From an optimization exercise on the open Yosys and OpenROAD flow, aimed at small area; shortcuts taken in it are not production practice.
In this exercise RTL edits were held to simulation tests only and were not proved equivalent to the original.
The flow treats the clock pin as an ideal source. Dropping or thinning the clock tree relies on that and would not hold on a real chip.
Power and IR drop assume default switching activity.

Design wifi_tx, start of the top module:
module wifi_tx (
    input  wire clk,
    input  wire rst,         
    input  wire data_in,     
    output wire in_ready,
    output wire tx_bit
);
    reg [1:0] q;
    reg [3:0] b;
    reg       valid;         
    always @(posedge clk) begin
        if (rst) begin
            q     <= 2'd0;
            b     <= 4'd0;
            valid <= 1'b0;
        end else begin
            q <= {q[0], ~(q[1] | q[0])};
            b <= {b[3] ^ (b[2] & b[1] & b[0]), b[2] ^ (b[1] & b[0]),
                  b[1] ^ b[0], ~b[0]};
            if (q[1] && b == 4'd15)      
                valid <= 1'b1;
        end
    end
    assign in_ready = ~b[0];
    wire scramb_bit;
    wire coded;
    wire [13:0] hist;
    Scrambler u_scr (
        .clk(clk), .rst(rst),
        .bit_in(data_in), .scramb_bit(scramb_bit)
    );
    encoder u_enc (
        .en(in_ready), .in_bit(scramb_bit), .hist(hist), .coded(coded)
    );
    Interleaver u_int (
        .clk(clk), .rst(rst), .in_bit(coded), .q(q), .b(b),
        .valid(valid), .out_bit(tx_bit), .hist(hist)
    );
endmodule
For scale: ~160 cells after synthesis, ~63 flip-flops.
==> module Interleaver, before the edit <==
module Interleaver(input clk, input rst, input in_bit, input [1:0] q,
                   input [3:0] b, input valid, output reg out_bit,
                   output [13:0] hist);
    reg [15:0] d0;    
    always @(posedge clk) begin
        d0[0] <= ~rst & in_bit;
        d0[1] <= rst | ~d0[0];
        d0[2] <= ~rst & ~d0[1];
        d0[3] <= rst | ~d0[2];
        d0[4] <= ~rst & ~d0[3];
        d0[5] <= rst | ~d0[4];
        d0[6] <= ~rst & ~d0[5];
        d0[7] <= rst | ~d0[6];
        d0[8] <= ~rst & ~d0[7];
        d0[9] <= rst | ~d0[8];
        d0[10] <= ~rst & ~d0[9];
        d0[11] <= rst | ~d0[10];
        d0[12] <= ~rst & ~d0[11];
        d0[13] <= rst | ~d0[12];
        d0[15:14] <= d0[14:13];
    end
    assign hist = d0[13:0] ^ 14'h2aaa;
    wire sel_s8_1 = (!b[3]);
    reg [7:0] line_s8_1;
    wire out_s8_1 = sel_s8_1 ? d0[15] : line_s8_1[7];
    wire li_s8_1 = sel_s8_1 ? line_s8_1[7] : d0[15];
    always @(posedge clk)
        line_s8_1 <= {line_s8_1[6:0], li_s8_1};
    wire sel_s8_2 = (q == 2'd0 && !b[0] && !b[1] && !b[2]) || (q == 2'd0 && !b[0] && b[1] && b[2]) || (q == 2'd0 && b[0] && b[1] && !b[2]) || (q == 2'd1 && !b[0] && !b[1] && b[2]) || (q == 2'd1 && b[0] && !b[1] && !b[2]) || (q == 2'd1 && b[0] && b[1] && b[2]) || (q == 2'd2 && !b[0] && b[1] && !b[2]) || (q == 2'd2 && b[0] && !b[1] && b[2]);
    reg [7:0] line_s8_2;
    wire out_s8_2 = sel_s8_2 ? out_s8_1 : line_s8_2[7];
    wire li_s8_2 = sel_s8_2 ? line_s8_2[7] : out_s8_1;
    always @(posedge clk)
        line_s8_2 <= {line_s8_2[6:0], li_s8_2};
    wire sel_s4_1 = (!b[2]);
    reg [3:0] line_s4_1;
    wire out_s4_1 = sel_s4_1 ? out_s8_2 : line_s4_1[3];
    wire li_s4_1 = sel_s4_1 ? line_s4_1[3] : out_s8_2;
    always @(posedge clk)
        line_s4_1 <= {line_s4_1[2:0], li_s4_1};
    wire sel_s4_2 = (q == 2'd0 && !b[0] && !b[1]) || (q == 2'd0 && b[0] && b[1]) || (q == 2'd1 && b[0] && !b[1]) || (q == 2'd2 && !b[0] && b[1]);
    reg [3:0] line_s4_2;
    wire out_s4_2 = sel_s4_2 ? out_s4_1 : line_s4_2[3];
    wire li_s4_2 = sel_s4_2 ? line_s4_2[3] : out_s4_1;
    always @(posedge clk)
        line_s4_2 <= {line_s4_2[2:0], li_s4_2};
    wire sel_s2_1 = (!b[1]);
    reg [1:0] line_s2_1;
    wire out_s2_1 = sel_s2_1 ? out_s4_2 : line_s2_1[1];
    wire li_s2_1 = sel_s2_1 ? line_s2_1[1] : out_s4_2;
    always @(posedge clk)
        line_s2_1 <= {line_s2_1[0:0], li_s2_1};
    wire sel_s2_2 = (q == 2'd0 && !b[0]) || (q == 2'd1 && b[0]);
    reg [1:0] line_s2_2;
    wire out_s2_2 = sel_s2_2 ? out_s2_1 : line_s2_2[1];
    wire li_s2_2 = sel_s2_2 ? line_s2_2[1] : out_s2_1;
    always @(posedge clk)
        line_s2_2 <= {line_s2_2[0:0], li_s2_2};
    wire sel_s1_1 = (!b[0]);
    reg line_s1_1;
    wire out_s1_1 = sel_s1_1 ? out_s2_2 : line_s1_1;
    wire li_s1_1 = sel_s1_1 ? line_s1_1 : out_s2_2;
    always @(posedge clk)
        line_s1_1 <= li_s1_1;
    wire sel_s1_2 = (q == 2'd0);
    reg line_s1_2;
    wire out_s1_2 = sel_s1_2 ? out_s1_1 : line_s1_2;
    wire li_s1_2 = sel_s1_2 ? line_s1_2 : out_s1_1;
    always @(posedge clk)
        line_s1_2 <= li_s1_2;
    reg [1:0] d1;
    always @(posedge clk)
        d1 <= {d1[0:0], out_s1_2};
    always @(posedge clk)
        out_bit <= valid & ~d1[1];    
endmodule
clock: 5.0 ns
lec_check: 0
cap_margin: 20
core_margin: 2
core_utilization: 40
slew_margin: 20
standard.sh (not shown) runs the stock make flow with config.mk's settings and CLKGATE_MAP_FILE= SYNTH_SCRIPT=/design/flow/synth_recipe.tcl, a recipe that flattens the netlist after the stock synthesis.
==> flow/flow/run.sh <==
#!/bin/bash
# The standard layout (standard.sh), with three changes:
# - synthesis: the standard flow's synthesis script, but ABC maps the logic for area with
#   area.abc (no buffering or upsizing there) instead of ORFS's ABC script
#   (see abc_hook.tcl);
# - clock tree: four clkbuf_8 driven straight from the clock port, each
#   driving a quarter of the clock pins (cts_single.tcl replaces ORFS's
#   clock_tree_synthesis);
# - ports: buffered with buf_1 rather than the buffer ORFS picks.
# The whole output of the standard flow goes to standard.log here; ORFS's
# per-step logs are under orfs/logs/.
set -euo pipefail
here=$(pwd)
{ head -n 1 synth_recipe.tcl; cat flow/abc_hook.tcl; tail -n +2 synth_recipe.tcl; } > synth_area.tcl
export WIFI_ABC_SCRIPT="$here/flow/area.abc"
export CTS_GROUPS=4
export CTS_CELL=sky130_fd_sc_hd__clkbuf_8
export PRE_CTS_TCL="$here/flow/cts_single.tcl"
export BUFFER_PORTS_ARGS="-buffer_cell sky130_fd_sc_hd__buf_1"
bash standard.sh SYNTH_SCRIPT="$here/synth_area.tcl" finish > "$here/standard.log" 2>&1
Other scripts of this flow, unchanged in this note and not shown: flow/flow/abc_hook.tcl, flow/flow/area.abc, flow/flow/cts_single.tcl
Next try:
--- a/flow/design.v
+++ b/flow/design.v
@@ -90,12 +90,15 @@
     always @(posedge clk)
         line_s1_2 <= li_s1_2;
     reg [1:0] d1;
     always @(posedge clk)
         d1 <= {d1[0:0], out_s1_2};
-    always @(posedge clk)
-        out_bit <= valid & ~d1[1];    
+    always @(posedge clk, posedge rst)
+        if (rst)
+            out_bit <= 1'b0;
+        else
+            out_bit <= valid & ~d1[1];    
 endmodule
 module wifi_tx (
     input  wire clk,
     input  wire rst,         
     input  wire data_in,     
Effect: The new run completed with no timing, DRC or antenna violations; setup slack is better by 0.020 ns; die area barely changes; cell count is unchanged; power came out lower by 0.64%; sequential power is about the same; global-route usage came out lower by 0.61 points; via count came out higher by 2.0%; register-to-register slack is better by 0.02 ns; synthesized area stays flat; maximum frequency came out higher by 0.59%; critical path depth does not change; routed wire length came out lower by 6.1%; worst hold slack is worse by 0.0046 ns.
No run of this note takes its clock network from TritonCTS; it comes from the design's own scripts or RTL.

==> port drivers added, routing unchanged <==
Ports are ideal in the flow. The routed layouts listed here were re-timed in OpenROAD. Step 1, drivers: a clkbuf_16 drives clk and a buf_2 each remaining input, both assumed. Step 2 adds t to the input delays and takes it off the output delays; t is the mean of the earliest and latest rising clock arrival at the registers after step 1. Input paths then give back, and output paths get back, about the clock's delay inside the block. a / b / c = no drivers / after step 1 / after step 2; a / b = the first two.
run	t (ns)	setup slack, ns	worst setup path at the end	worst register clock-pin slew, ns	cell pins on the clock port's net
the first run	0.202	1.585 / 1.585 / 1.585	register to register	0.10 / 0.10	4
the second run	0.198	1.605 / 1.605 / 1.605	register to register	0.09 / 0.09	4
After both steps setup and hold are still met in every run listed.
